From an optimization exercise on the open Yosys and OpenROAD flow, aimed at small area; shortcuts taken in it are not production practice. Only simulation tests tie the RTL to the original design; equivalence was not proved.

run A:
==> flow/design.v (excerpt) <==
module conv1 (
  input clock,
  input reset,
  input vld_in,
  input [5:0][15:0] in,
  output vld_out,
  output [63:0][15:0] out
);
Size in the first run: ~4,900 cells after synthesis, roughly 1,100 I/O pins, ~0.040 mm² of cells after synthesis.
==> flow/config.mk <==
export PLATFORM = sky130hd
export DESIGN_NAME = conv1
export DESIGN_NICKNAME = conv1
export VERILOG_FILES = /design/flow/design.v
export SDC_FILE = /design/flow/constraint.sdc
export NUM_CORES = 8
export LEC_CHECK = 0
export CAP_MARGIN = 20
export CORE_MARGIN = 2
export CORE_UTILIZATION = 55
export CTS_CLUSTER_DIAMETER = 80
export CTS_CLUSTER_SIZE = 25
export GPL_ROUTABILITY_DRIVEN = 0
export GPL_TIMING_DRIVEN = 0
export SETUP_SLACK_MARGIN = 0.08
export SLEW_MARGIN = 20
==> flow/constraint.sdc <==
create_clock -name core_clock -period 6.0 [get_ports {clock}]
set_input_delay 1.2000 -clock core_clock [delete_from_list [all_inputs] [get_ports {clock}]]
set_output_delay 1.2000 -clock core_clock [all_outputs]
set_load 0.01 [all_outputs]
standard.sh (not shown) runs the stock make flow with config.mk's settings and CLKGATE_MAP_FILE= SYNTH_SCRIPT=/design/flow/synth_recipe.tcl, a recipe that flattens the netlist after the stock synthesis.
==> flow/flow/run.sh <==
#!/bin/bash
# Layout flow: standard synthesis (for the register list), then the hand-mapped
# adder netlist generated by flow/gen.py from flow/plan.json replaces the
# synthesized netlist; the rest is the standard ORFS flow, with port buffers
# of the smallest buffer cell.
set -eo pipefail
R=orfs/results/sky130hd/conv1/base
bash standard.sh synth > std_synth.log 2>&1
cp $R/1_2_yosys.v std_1_2_yosys.v
python3 flow/gen.py flow/plan.json std_1_2_yosys.v hand_netlist.v > gen.log 2>&1
cp hand_netlist.v $R/1_2_yosys.v
rm -f $R/1_synth.odb
bash standard.sh BUFFER_PORTS_ARGS="-buffer_cell sky130_fd_sc_hd__buf_1" PLACE_PINS_ARGS="-min_distance 1 -min_distance_in_tracks" POST_GLOBAL_PLACE_TCL=$PWD/flow/post_gpl.tcl CTS_ARGS="-sink_clustering_enable -repair_clock_nets -sink_clustering_size 25 -sink_clustering_max_diameter 80 -dont_use_dummy_load" finish > std_finish.log 2>&1
Other scripts of this flow, unchanged in this note and not shown: flow/flow/gen.py, flow/flow/nlgen3.py, flow/flow/plan.json, flow/flow/post_gpl.tcl
Run A was carried through to the last stage, and its layout satisfied the timing, design-rule and antenna checks.
Inputs modified between run A and run B:
Settings: putting PLACE_DENSITY at 0.8 where nothing was set; clearing GPL_ROUTABILITY_DRIVEN, which used to be 0.
==> comparison <==
For run B, the flow was terminated by a tool error in global routing and produced no final design. Floorplan die height: run A vs run B identical. Delta (run B minus run A): total setup buffers inserted after CTS now larger, synthesized cell count comparable, buffer levels on the longest clock path comparable. Initial core utilization: run B vs run A identical. Per the comparison of run B with run A, standard cell area after detailed placement ~0 delta; post-placement worst setup slack +0.11 ns. Detailed-placement wirelength estimate ended up about 6% higher on run B than on run A. NOTE: total CTS buffers in run B falls short of that of run A. The deepest level of the CTS H-tree reported for run B is smaller than that of run A by 1. Measured against each other, run B and run A differ in post-cts repair resize count, the higher figure coming from run B.
## Diff of input files: run C against run B
Settings: a change of PLACE_DENSITY from 0.8 to 0.7.
Notes after the runs:
- The lower number of instances resized during post-cts repair of run B and run C is in run C.
- In the metrics for run B and run C, the one carrying the lower number of buffers created by CTS is run B.
- Run C: full flow OK, the timing, design-rule and antenna checks passed
- Side by side, post-CTS setup buffer count turned out lower in run C than in run B.
What run D does differently from run C at the input level:
Settings: PLACE_DENSITY no longer set, was 0.7; SETUP_SLACK_MARGIN now 0.15, was 0.08.
--- a/flow/flow/run.sh
+++ b/flow/flow/run.sh
@@ -13 +13 @@
-bash standard.sh BUFFER_PORTS_ARGS="-buffer_cell sky130_fd_sc_hd__buf_1" PLACE_PINS_ARGS="-min_distance 1 -min_distance_in_tracks" POST_GLOBAL_PLACE_TCL=$PWD/flow/post_gpl.tcl CTS_ARGS="-sink_clustering_enable -repair_clock_nets -sink_clustering_size 25 -sink_clustering_max_diameter 80 -dont_use_dummy_load" finish > std_finish.log 2>&1
+bash standard.sh BUFFER_PORTS_ARGS="-buffer_cell sky130_fd_sc_hd__buf_1" PLACE_PINS_ARGS="-min_distance 1 -min_distance_in_tracks" POST_GLOBAL_PLACE_TCL=$PWD/flow/post_gpl.tcl finish > std_finish.log 2>&1
## What came out
Run D | status: complete | timing, DRC, antenna: pass
Between run D and run C, count of cells resized by post-cts repair is higher for run D, run C comes in under that.
Global-route wire length before repair: run D better than run C
met2 usage in global routing ends up higher on run C.
Delta (run D minus run C): cell area went up by 2.2%; maximum cell stage delay along the critical path shows a reduction of 0.23 ns.


Setup of wip/quartz:
conv1, a different RTL version from the one above (not shown whole).
For scale: roughly 5200 cells after synthesis, roughly 0.041 mm² of cells after synthesis.
clock: 6.0 ns
lec_check: 0
cap_margin: 20
core_margin: 2
core_utilization: 50
gpl_timing_driven: 1
setup_slack_margin: 0.25
slew_margin: 20
==> flow/flow/run.sh <==
#!/bin/bash
# Layout flow: standard synthesis (for the register list), then the hand-mapped
# adder netlist generated by flow/gen.py from flow/plan.json replaces the
# synthesized netlist; the rest is the standard ORFS flow, with port buffers
# of the smallest buffer cell.
set -eo pipefail
R=orfs/results/sky130hd/conv1/base
bash standard.sh synth > std_synth.log 2>&1
cp $R/1_2_yosys.v std_1_2_yosys.v
python3 flow/gen.py flow/plan.json std_1_2_yosys.v hand_netlist.v > gen.log 2>&1
cp hand_netlist.v $R/1_2_yosys.v
rm -f $R/1_synth.odb
bash standard.sh BUFFER_PORTS_ARGS="-buffer_cell sky130_fd_sc_hd__buf_1" PLACE_PINS_ARGS="-min_distance 1 -min_distance_in_tracks" POST_GLOBAL_PLACE_TCL=$PWD/flow/post_gpl.tcl finish > std_finish.log 2>&1
==> flow/flow/post_gpl.tcl <==
# Upsize the input-port buffers that buffer_ports inserted (they drive the
# stage-A fanout); output-port buffers stay at the smallest buffer cell.
foreach c [get_cells input*] {
  if {[regexp {^input[0-9]+$} [get_full_name $c]] && [get_property $c ref_name] eq "sky130_fd_sc_hd__buf_1"} {
    replace_cell $c sky130_fd_sc_hd__buf_4
  }
}
Other scripts of this flow, unchanged in this note and not shown: flow/flow/gen.py, flow/flow/nlgen3.py, flow/flow/plan.json
wip/quartz finished all stages; the layout is clean.
Relative to wip/quartz, the following input files were edited for wip/harbor:
Settings: GPL_TIMING_DRIVEN now 0, was 1; SETUP_SLACK_MARGIN now 0.1, was 0.25; CORE_UTILIZATION now 55, was 50.
==> flow/flow/post_gpl.tcl <==
# Upsize the input-port buffers that buffer_ports inserted (they drive the
# stage-A fanout); output-port buffers stay at the smallest buffer cell.
foreach inst [[ord::get_db_block] getInsts] {
  set n [$inst getName]
  if {[regexp {^input[0-9]+$} $n] && [[$inst getMaster] getName] eq "sky130_fd_sc_hd__buf_1"} {
    replace_cell $inst sky130_fd_sc_hd__buf_4
  }
}
Results
As far as total standard cell area after synthesis goes, wip/harbor and wip/quartz are indistinguishable; the numbers are identical. Seen in the log of wip/harbor: STA-0124 during global placement, after which the run never completed. Initial core utilization sits higher in wip/harbor than in wip/quartz. Synthesized cell count came out exactly the same in wip/harbor and wip/quartz.
## Diff of input files: wip/willow against wip/harbor
Settings: SETUP_SLACK_MARGIN now 0.12, was 0.1; CORE_UTILIZATION now 50, was 55; GPL_TIMING_DRIVEN now 1, was 0.
==> flow/flow/post_gpl.tcl <==
# Upsize the input-port buffers that buffer_ports inserted (they drive the
# stage-A fanout); output-port buffers stay at the smallest buffer cell.
foreach c [get_cells input*] {
  if {[regexp {^input[0-9]+$} [get_full_name $c]] && [get_property $c ref_name] eq "sky130_fd_sc_hd__buf_1"} {
    replace_cell $c sky130_fd_sc_hd__buf_4
  }
}
Notes after the runs:
wip/harbor → wip/willow: number of input and output port buffers inserted closely matched the old numbers; synthesized area per cell shows no meaningful change; top-level I/O count level; synthesized instance count saw little to no change. No stage failed in wip/willow, and the final checks on the layout all came back clean. Width of the chip: wip/willow vs wip/harbor up 4.8%. Changes observed in wip/willow relative to wip/harbor: die span in y went up by 4.8%; number of placement rows went up by 5.0%; mapped cell area was more or less identical; initial cell density of the core went down by 5.1 points.
> inputs changed (wip/willow -> wip/umber)
Settings: SETUP_SLACK_MARGIN: 0.12 -> 0.05.
==> comparison <==
- wip/umber completed end to end with timing, DRC and antenna clean.
- Core util | wip/umber vs wip/willow | wip/umber lower
- wip/umber against wip/willow: non-clock buffer total of the final layout level, buffering overhead level.
- wip/umber: portion of the clock cycle consumed by the worst path in the final layout is 1.5 points higher than what wip/willow reported.
- Wire length of wip/willow is on par with wip/umber.
- Looking at final worst slack across both flows, wip/umber is the weaker of the two, with wip/willow ahead.
- wip/willow ended up with r12[1]$_DFF_P_ as its worst setup path startpoint; wip/umber ended up with r6[0]$_DFF_P_.
- The global-route usage on wip/umber is in line with that on wip/willow.


## north
conv1 with an RTL version that a note above also has.
Size: roughly 4900 cells after synthesis, about 1100 I/O pins, ~40000 um^2 of cells after synthesis.
// conv1
module conv1 (
  input clock,
  input reset,
  input vld_in,
  input [5:0][15:0] in,
  output vld_out,
  output [63:0][15:0] out
);
==> flow/config.mk <==
export PLATFORM = sky130hd
export DESIGN_NAME = conv1
export DESIGN_NICKNAME = conv1
export VERILOG_FILES = /design/flow/design.v
export SDC_FILE = /design/flow/constraint.sdc
export NUM_CORES = 8
export LEC_CHECK = 0
export CAP_MARGIN = 20
export CORE_MARGIN = 2
export CORE_UTILIZATION = 62
export CTS_CLUSTER_DIAMETER = 80
export CTS_CLUSTER_SIZE = 25
export GPL_TIMING_DRIVEN = 0
export SETUP_SLACK_MARGIN = 0.13
export SLEW_MARGIN = 20
==> flow/constraint.sdc <==
create_clock -name core_clock -period 6.0 [get_ports {clock}]
set_input_delay 1.2000 -clock core_clock [delete_from_list [all_inputs] [get_ports {clock}]]
set_output_delay 1.2000 -clock core_clock [all_outputs]
set_load 0.01 [all_outputs]
==> flow/flow/run.sh <==
#!/bin/bash
# Layout flow: standard synthesis (for the register list), then the hand-mapped
# adder netlist generated by flow/gen.py from flow/plan.json replaces the
# synthesized netlist; the rest is the standard ORFS flow, with port buffers
# of the smallest buffer cell.
set -eo pipefail
R=orfs/results/sky130hd/conv1/base
bash standard.sh synth > std_synth.log 2>&1
cp $R/1_2_yosys.v std_1_2_yosys.v
python3 flow/gen.py flow/plan.json std_1_2_yosys.v hand_netlist.v > gen.log 2>&1
cp hand_netlist.v $R/1_2_yosys.v
rm -f $R/1_synth.odb
bash standard.sh BUFFER_PORTS_ARGS="-buffer_cell sky130_fd_sc_hd__buf_1" PLACE_PINS_ARGS="-min_distance 1 -min_distance_in_tracks" POST_GLOBAL_PLACE_TCL=$PWD/flow/post_gpl.tcl CTS_ARGS="-sink_clustering_enable -repair_clock_nets -sink_clustering_size 25 -sink_clustering_max_diameter 80 -dont_use_dummy_load" finish > std_finish.log 2>&1
Other scripts of this flow, unchanged in this note and not shown: flow/flow/gen.py, flow/flow/nlgen3.py, flow/flow/plan.json, flow/flow/post_gpl.tcl
north went all the way through the flow, and no timing, DRC or antenna check failed.
The following lists how south was set up differently from north:
# north
export LEC_CHECK = 0
export CAP_MARGIN = 20
export CORE_MARGIN = 2
export CORE_UTILIZATION = 62
export CTS_CLUSTER_DIAMETER = 80
export CTS_CLUSTER_SIZE = 25
export GPL_TIMING_DRIVEN = 0
export SETUP_SLACK_MARGIN = 0.13
export SLEW_MARGIN = 20
create_clock -name core_clock -period 6.0 [get_ports {clock}]
# south
export LEC_CHECK = 0
export CAP_MARGIN = 20
export CORE_MARGIN = 2
export CORE_UTILIZATION = 55
export CTS_CLUSTER_DIAMETER = 80
export CTS_CLUSTER_SIZE = 25
export GPL_TIMING_DRIVEN = 0
export PLACE_DENSITY = 0.75
export SETUP_SLACK_MARGIN = 0.08
export SLEW_MARGIN = 20
create_clock -name core_clock -period 6.0 [get_ports {clock}]
Results
- Looking at last element of the critical path, the out[767] result is from north; the out[639] one comes from south.
- Delta (south minus north): worst setup slack went up 50 ps; number of H-tree levels moved up; clock-buffer cell count rose by 4; number of buffers inserted by hold repair at cts held.
Input-level comparison between east and south:
# south
export LEC_CHECK = 0
export CAP_MARGIN = 20
export CORE_MARGIN = 2
export CORE_UTILIZATION = 55
export CTS_CLUSTER_DIAMETER = 80
export CTS_CLUSTER_SIZE = 25
export GPL_TIMING_DRIVEN = 0
export PLACE_DENSITY = 0.75
export SETUP_SLACK_MARGIN = 0.08
export SLEW_MARGIN = 20
create_clock -name core_clock -period 6.0 [get_ports {clock}]
# east
export LEC_CHECK = 0
export CAP_MARGIN = 20
export CORE_MARGIN = 2
export CORE_UTILIZATION = 55
export CTS_CLUSTER_DIAMETER = 80
export CTS_CLUSTER_SIZE = 25
export GPL_TIMING_DRIVEN = 0
export SETUP_SLACK_MARGIN = 0.08
export SLEW_MARGIN = 20
create_clock -name core_clock -period 6.0 [get_ports {clock}]
Notes after the runs:
Per the final summary, east finished and its layout is clean on timing, DRC and antenna.
Relative to south, global-route wire length before repair has gone down in east.
On east: total detailed-routing wirelength is 6.9% lower than what south gave.

afterwards: timing with drivers on the ports:
No port has a modelled driver above. Below, the same layouts with a new extraction and two added sets of constraints. Step 1, drivers: a clkbuf_16 drives clock and a buf_2 each remaining input, both assumed. Step 2, shift: input delay + t, output delay - t, t = (earliest + latest rising clock arrival at the registers) / 2. This alone moves slack from input paths to output paths. Three values: ideal ports, drivers, drivers and shift; two values: the first two.
run | shift t [ns] | setup slack, ns | hold WS [ns] | worst setup path at the end
run A | 0.625 | 0.166 / 0.096 / -0.398 | 0.768 / 0.725 / 1.351 | input to register
run C | 0.694 | 0.120 / 0.046 / -0.443 | 0.705 / 0.657 / 1.350 | input to register
run D | 0.647 | 0.242 / 0.175 / -0.385 | 0.758 / 0.713 / 1.360 | input to register
wip/quartz | 0.675 | 0.360 / 0.291 / -0.068 | 0.736 / 0.698 / 1.373 | input to register
wip/willow | 0.676 | 0.249 / 0.178 / -0.159 | 0.744 / 0.704 / 1.380 | input to register
wip/umber | 0.673 | 0.156 / 0.088 / -0.179 | 0.736 / 0.699 / 1.372 | input to register
north | 0.682 | 0.125 / 0.055 / -0.441 | 0.737 / 0.694 / 1.377 | input to register
south | 0.638 | 0.175 / 0.103 / -0.458 | 0.773 / 0.728 / 1.366 | input to register
east | 0.636 | 0.207 / 0.134 / -0.348 | 0.781 / 0.734 / 1.370 | input to register
With both steps, setup timing fails in every run listed, where it was met with ideal ports. For south, which loses most, drivers alone change the setup slack by -0.072 ns; drivers and shift together by -0.633 ns.
